Context: an optimization exercise on an open-source flow, tuned for small area. The choices shown serve that exercise and are no tape-out recipe. The RTL was checked by simulation tests, not by an equivalence proof against the original design. Power figures rest on the tool's default switching activity, not on a simulated workload.

Design snake, start of the top module:
module snake(
    input clk,
    input UP,
    input DOWN,
    input LEFT,
    input RIGHT,
    input in_rst,
    input switch_J15,
    input switch_M13,
    input rx,
    output O_hs,
    output O_vs,
    output reg po_flag,
    output [4:0] move_state,
    output reg [1:0] general_state,
    output reg flag_isdead,
    output [3:0] O_red,
    output [3:0] O_green,
    output [3:0] O_blue
);
localparam GS_START = 2'b00, GS_MENU = 2'b01, GS_READY = 2'b10, GS_GAME = 2'b11;
localparam D_HARD = 2'b00, D_MID = 2'b01, D_EASY = 2'b10;
localparam MS_STOP = 5'b00001, MS_UP = 5'b00010, MS_DOWN = 5'b00100,
           MS_LEFT = 5'b01000, MS_RIGHT = 5'b10000;
wire rst_n = ~in_rst;
localparam [9:0] KEY_S0 = 10'b1111100110, KEY_S998 = 10'b0111111111;
function [9:0] key_next;
    input [9:0] r;
    input key;
    reg [9:0] s;
    begin
        s = r ^ KEY_S0;
        key_next = key ? 10'd0 : {s[8:0], ~(s[9] ^ s[6]) | (s == KEY_S998)} ^ KEY_S0;
    end
endfunction
reg [9:0] kc_u, kc_d, kc_l, kc_r;
reg up, down, left, right;
always @(posedge clk or negedge rst_n)
    if (!rst_n) begin
        kc_u <= 10'd0; kc_d <= 10'd0; kc_l <= 10'd0; kc_r <= 10'd0;
        up <= 0; down <= 0; left <= 0; right <= 0;
    end else begin
        kc_u <= key_next(kc_u, UP);
        kc_d <= key_next(kc_d, DOWN);
        kc_l <= key_next(kc_l, LEFT);
        kc_r <= key_next(kc_r, RIGHT);
        up    <= (kc_u == (KEY_S998 ^ KEY_S0));
        down  <= (kc_d == (KEY_S998 ^ KEY_S0));
        left  <= (kc_l == (KEY_S998 ^ KEY_S0));
        right <= (kc_r == (KEY_S998 ^ KEY_S0));
    end
  ...
Settings: LEC_CHECK=0, CAP_MARGIN=20, CORE_MARGIN=2, CORE_UTILIZATION=50, GPL_TIMING_DRIVEN=0, SLEW_MARGIN=20; clock period 40.0 ns.
standard.sh (not shown) runs the stock make flow with config.mk's settings and CLKGATE_MAP_FILE= SYNTH_SCRIPT=/design/flow/synth_recipe.tcl, a recipe that flattens the netlist after the stock synthesis.
==> flow/flow/run.sh <==
#!/bin/bash
# The standard ORFS layout with two changes:
#  - synthesis maps the combinational logic with an area-oriented ABC script
#    (flow/area.script); everything before ABC, flip-flop mapping included,
#    is the standard flow's synthesis script unchanged, so registers keep names and cells;
#  - clock tree synthesis uses larger sink clusters and no dummy loads;
#  - every port still gets its own buffer, a buf_1.
# Each tool's output goes to the ORFS logs under orfs/logs; make's own output
# goes to orfs_make.log in this folder.
set -euo pipefail
WORK="$(cd "$(dirname "${BASH_SOURCE[0]}")/.." && pwd)"
cd "$WORK"
SCRIPT="$WORK/flow/area.script"

{
  cat <<TCL
proc abc {args} {
  set i [lsearch \$args -script]
  if {\$i >= 0} { set args [lreplace \$args [expr {\$i+1}] [expr {\$i+1}] {$SCRIPT}] }
  set j [lsearch \$args -D]
  if {\$j >= 0} { set args [lreplace \$args \$j [expr {\$j+1}]] }
  yosys abc {*}\$args
}
TCL
  cat "$WORK/synth_recipe.tcl"
} > "$WORK/area_synth.tcl"

sed "s|$WORK/synth_recipe.tcl|$WORK/area_synth.tcl|g" "$WORK/standard.sh" > "$WORK/area_standard.sh"
grep -q "area_synth.tcl" "$WORK/area_standard.sh"

export CTS_ARGS="$(cat "$WORK/flow/cts_args.txt")"
export BUFFER_PORTS_ARGS="-buffer_cell sky130_fd_sc_hd__buf_1"
bash "$WORK/area_standard.sh" finish > "$WORK/orfs_make.log" 2>&1
test -f "$WORK/out/final.def"
==> flow/flow/area.script <==
strash
dc2
dch -f
amap
strash
dch -f
amap
topo
==> flow/flow/cts_args.txt <==
-sink_clustering_enable -repair_clock_nets -dont_use_dummy_load -buf_list {sky130_fd_sc_hd__clkbuf_16} -sink_clustering_size 22 -sink_clustering_max_diameter 90
Next try:
==> flow/flow/cts_args.txt (replaced) <==
-sink_clustering_enable -repair_clock_nets -dont_use_dummy_load -buf_list {sky130_fd_sc_hd__clkbuf_16} -sink_clustering_size 30 -sink_clustering_max_diameter 80
CORE_UTILIZATION = 65   (was 50)
PLACE_DENSITY = 0.75   (was unset)
Fmax falls slightly; cell area falls slightly; global-route usage rises by 10 points; non-clock buffer count rises by 1; routed wire length falls by a few percent; clock skew rises by 23 ps; setup slack loses 130 ps; sequential share of layout area rises by 0.36 points.


Another version of the RTL of snake (not shown whole).
Size: about 2100 cells after synthesis, ~32 I/O pins, ~18000 um2 of cells after synthesis.
clock: 40.0 ns
lec_check: 0
cap_margin: 20
core_margin: 2
core_utilization: 70
slew_margin: 20
==> flow/flow/run.sh <==
#!/bin/bash
# The standard ORFS layout with two changes:
#  - synthesis maps the combinational logic with an area-oriented ABC script
#    (flow/area.script); everything before ABC, flip-flop mapping included,
#    is the standard flow's synthesis script unchanged, so registers keep names and cells;
#  - clock tree synthesis uses larger sink clusters and no dummy loads.
# Each tool's output goes to the ORFS logs under orfs/logs; make's own output
# goes to orfs_make.log in this folder.
set -euo pipefail
WORK="$(cd "$(dirname "${BASH_SOURCE[0]}")/.." && pwd)"
cd "$WORK"
SCRIPT="$WORK/flow/area.script"

{
  cat <<TCL
proc abc {args} {
  set i [lsearch \$args -script]
  if {\$i >= 0} { set args [lreplace \$args [expr {\$i+1}] [expr {\$i+1}] {$SCRIPT}] }
  set j [lsearch \$args -D]
  if {\$j >= 0} { set args [lreplace \$args \$j [expr {\$j+1}]] }
  yosys abc {*}\$args
}
TCL
  cat "$WORK/synth_recipe.tcl"
} > "$WORK/area_synth.tcl"

sed "s|$WORK/synth_recipe.tcl|$WORK/area_synth.tcl|g" "$WORK/standard.sh" > "$WORK/area_standard.sh"
grep -q "area_synth.tcl" "$WORK/area_standard.sh"

export CTS_ARGS="$(cat "$WORK/flow/cts_args.txt")"
bash "$WORK/area_standard.sh" finish > "$WORK/orfs_make.log" 2>&1
test -f "$WORK/out/final.def"
==> flow/flow/cts_args.txt <==
-sink_clustering_enable -repair_clock_nets -dont_use_dummy_load -buf_list {sky130_fd_sc_hd__clkbuf_8 sky130_fd_sc_hd__clkbuf_16} -sink_clustering_size 30 -sink_clustering_max_diameter 120
Scripts as last shown in full above: flow/flow/area.script
The baseline completed with no timing, DRC or antenna violations.
Change:
==> flow/run.sh (new file) <==
#!/bin/bash
# synth_recipe.tcl (not shown) runs the flow's synth.tcl, then flattens the netlist and writes it again
# the make line also repeats each setting of config.mk as NAME=value (left out here)
make -C /OpenROAD-flow-scripts/flow DESIGN_CONFIG=/design/flow/config.mk WORK_HOME=/design/flow/orfs CLKGATE_MAP_FILE= SYNTH_SCRIPT=/design/flow/synth_recipe.tcl finish
CORE_UTILIZATION = 40   (was 70)
removed: flow/flow/run.sh
removed: flow/flow/area.script
removed: flow/flow/cts_args.txt
removed: flow/standard.sh
After rerunning:
- utilization decreases by 33 points
- clock skew falls by 35 ps
- sequential share of layout area decreases by 5.8 points
- cell count rises by 24%
- synthesized area rises by 16%
- first-iteration DRC count decreases by 70%
- final area is higher by 17%
- via count decreases by 18%
- wire length shrinks by 18%


Setup of run A:
Another version of the RTL of snake (not shown whole).
Size in the first run: about 2100 cells after synthesis.
// snake
module snake(
    input clk,
    input UP,
    input DOWN,
    input LEFT,
    input RIGHT,
    input in_rst,
    input switch_J15,
    input switch_M13,
    input rx,
    output O_hs,
    output O_vs,
    output reg po_flag,
    output [4:0] move_state,
    output reg [1:0] general_state,
    output reg flag_isdead,
    output [3:0] O_red,
    output [3:0] O_green,
    output [3:0] O_blue
);
export LEC_CHECK = 0
export CAP_MARGIN = 20
export CORE_MARGIN = 2
export CORE_UTILIZATION = 50
export GPL_TIMING_DRIVEN = 0
export SLEW_MARGIN = 20
create_clock -name core_clock -period 40.0 [get_ports {clk}]
==> flow/flow/run.sh <==
#!/bin/bash
# The standard ORFS layout with two changes:
#  - synthesis maps the combinational logic with an area-oriented ABC script
#    (flow/area.script); everything before ABC, flip-flop mapping included,
#    is the standard flow's synthesis script unchanged, so registers keep names and cells;
#  - clock tree synthesis uses larger sink clusters and no dummy loads.
# Each tool's output goes to the ORFS logs under orfs/logs; make's own output
# goes to orfs_make.log in this folder.
set -euo pipefail
WORK="$(cd "$(dirname "${BASH_SOURCE[0]}")/.." && pwd)"
cd "$WORK"
SCRIPT="$WORK/flow/area.script"

{
  cat <<TCL
proc abc {args} {
  set i [lsearch \$args -script]
  if {\$i >= 0} { set args [lreplace \$args [expr {\$i+1}] [expr {\$i+1}] {$SCRIPT}] }
  set j [lsearch \$args -D]
  if {\$j >= 0} { set args [lreplace \$args \$j [expr {\$j+1}]] }
  yosys abc {*}\$args
}
TCL
  cat "$WORK/synth_recipe.tcl"
} > "$WORK/area_synth.tcl"

sed "s|$WORK/synth_recipe.tcl|$WORK/area_synth.tcl|g" "$WORK/standard.sh" > "$WORK/area_standard.sh"
grep -q "area_synth.tcl" "$WORK/area_standard.sh"

export CTS_ARGS="$(cat "$WORK/flow/cts_args.txt")"
bash "$WORK/area_standard.sh" finish > "$WORK/orfs_make.log" 2>&1
test -f "$WORK/out/final.def"
==> flow/flow/area.script <==
strash
dc2
dch -f
amap
strash
dch -f
amap
topo
==> flow/flow/cts_args.txt <==
-sink_clustering_enable -repair_clock_nets -dont_use_dummy_load -buf_list {sky130_fd_sc_hd__clkbuf_16} -sink_clustering_size 25 -sink_clustering_max_diameter 100
Run A completed every stage of the flow, and the final layout passed the timing, design-rule and antenna checks.
Changes in run B relative to run A:
diff --git a/flow/flow/run.sh b/flow/flow/run.sh
--- a/flow/flow/run.sh
+++ b/flow/flow/run.sh
@@ -5,3 +5,4 @@
 #    is the standard flow's synthesis script unchanged, so registers keep names and cells;
-#  - clock tree synthesis uses larger sink clusters and no dummy loads.
+#  - clock tree synthesis uses larger sink clusters and no dummy loads;
+#  - every port still gets its own buffer, a buf_1.
 # Each tool's output goes to the ORFS logs under orfs/logs; make's own output
@@ -30,2 +31,3 @@
 export CTS_ARGS="$(cat "$WORK/flow/cts_args.txt")"
+export BUFFER_PORTS_ARGS="-buffer_cell sky130_fd_sc_hd__buf_1"
 bash "$WORK/area_standard.sh" finish > "$WORK/orfs_make.log" 2>&1
==> notes.md <==
- Met1 routed wirelength after detailed routing: run B vs run A down about 2%
- Row met1 usage in global routing: run B lower / run A higher
- The met2 track demand over resource in run B was lower than what run A gave.
- Of run A and run B, the run reporting the higher cell internal power dissipation was run A.
- Summary: with run A as the reference, filler cell count in run B moved up slightly.
- Diff run B..run A | clock sink total | negligible
- Compared with run A, in run B routed wire length moved down; wire length of the first global-routing pass held steady; clock power now sits at about the same level.
- Non-filler instance count after layout delta (run B -> run A): insignificant
For run C, these inputs were changed with respect to run B:
Settings: CAP_MARGIN changed from 20 to 5; SLEW_MARGIN changed from 20 to 5.
[summary]
No crash in run C: every stage finished, but the layout fails its final checks due to max-capacitance violations, max-slew violations. Comparing run B against run C, there is no change at all in share of flip-flops with an asynchronous set or reset. Run C vs run B: internal power up in run C. Total die area: run B vs run C identical. Relative to run B, power of the sequential group has gone down in run C. Relative to run B, the final cell area reported for run C is lower. Net count after synthesis: run C vs run B identical. Summary of run C over run B: worst setup margin decreased by 1290 ps relative to the old numbers; relative contribution of the clock network to total power decreased by 0.2 points relative to the old numbers; sequential cell area share closely matched the old numbers.

[what the ideal ports hide]
Ports are ideal in the flow. The routed layouts listed here were re-timed in OpenROAD.
Step 1 (the two cells are an assumption about what drives the block):
set clk [get_ports {clk}]
set_driving_cell -lib_cell sky130_fd_sc_hd__clkbuf_16 $clk
set_driving_cell -lib_cell sky130_fd_sc_hd__buf_2 [delete_from_list [all_inputs] $clk]
Step 2 also shifts input and output timing later by t, the mid clock arrival at the registers, as if the neighbouring blocks saw the same clock.
Three values: ideal ports, drivers, drivers and shift; two values: the first two.
run	t, ns	slack for setup (ns)	clock arrival spread, ns	worst register clock-pin slew, ns	pins driven straight from the clock port
the first run of note 1	0.599	28.195 / 28.139 / 28.738	0.028 / 0.028	0.11 / 0.11	1
the second run of note 1	0.571	28.061 / 28.005 / 28.576	0.080 / 0.081	0.12 / 0.12	1
the first run of note 2	0.572	27.559 / 27.505 / 28.077	0.047 / 0.047	0.12 / 0.12	1
the second run of note 2	0.631	29.039 / 28.982 / 29.613	0.016 / 0.015	0.07 / 0.07	1
run A	0.603	27.016 / 26.960 / 27.562	0.021 / 0.021	0.11 / 0.11	1
run B	0.595	28.523 / 28.467 / 29.062	0.033 / 0.033	0.12 / 0.12	1
run C	0.602	27.231 / 27.175 / 27.777	0.042 / 0.042	0.12 / 0.12	1
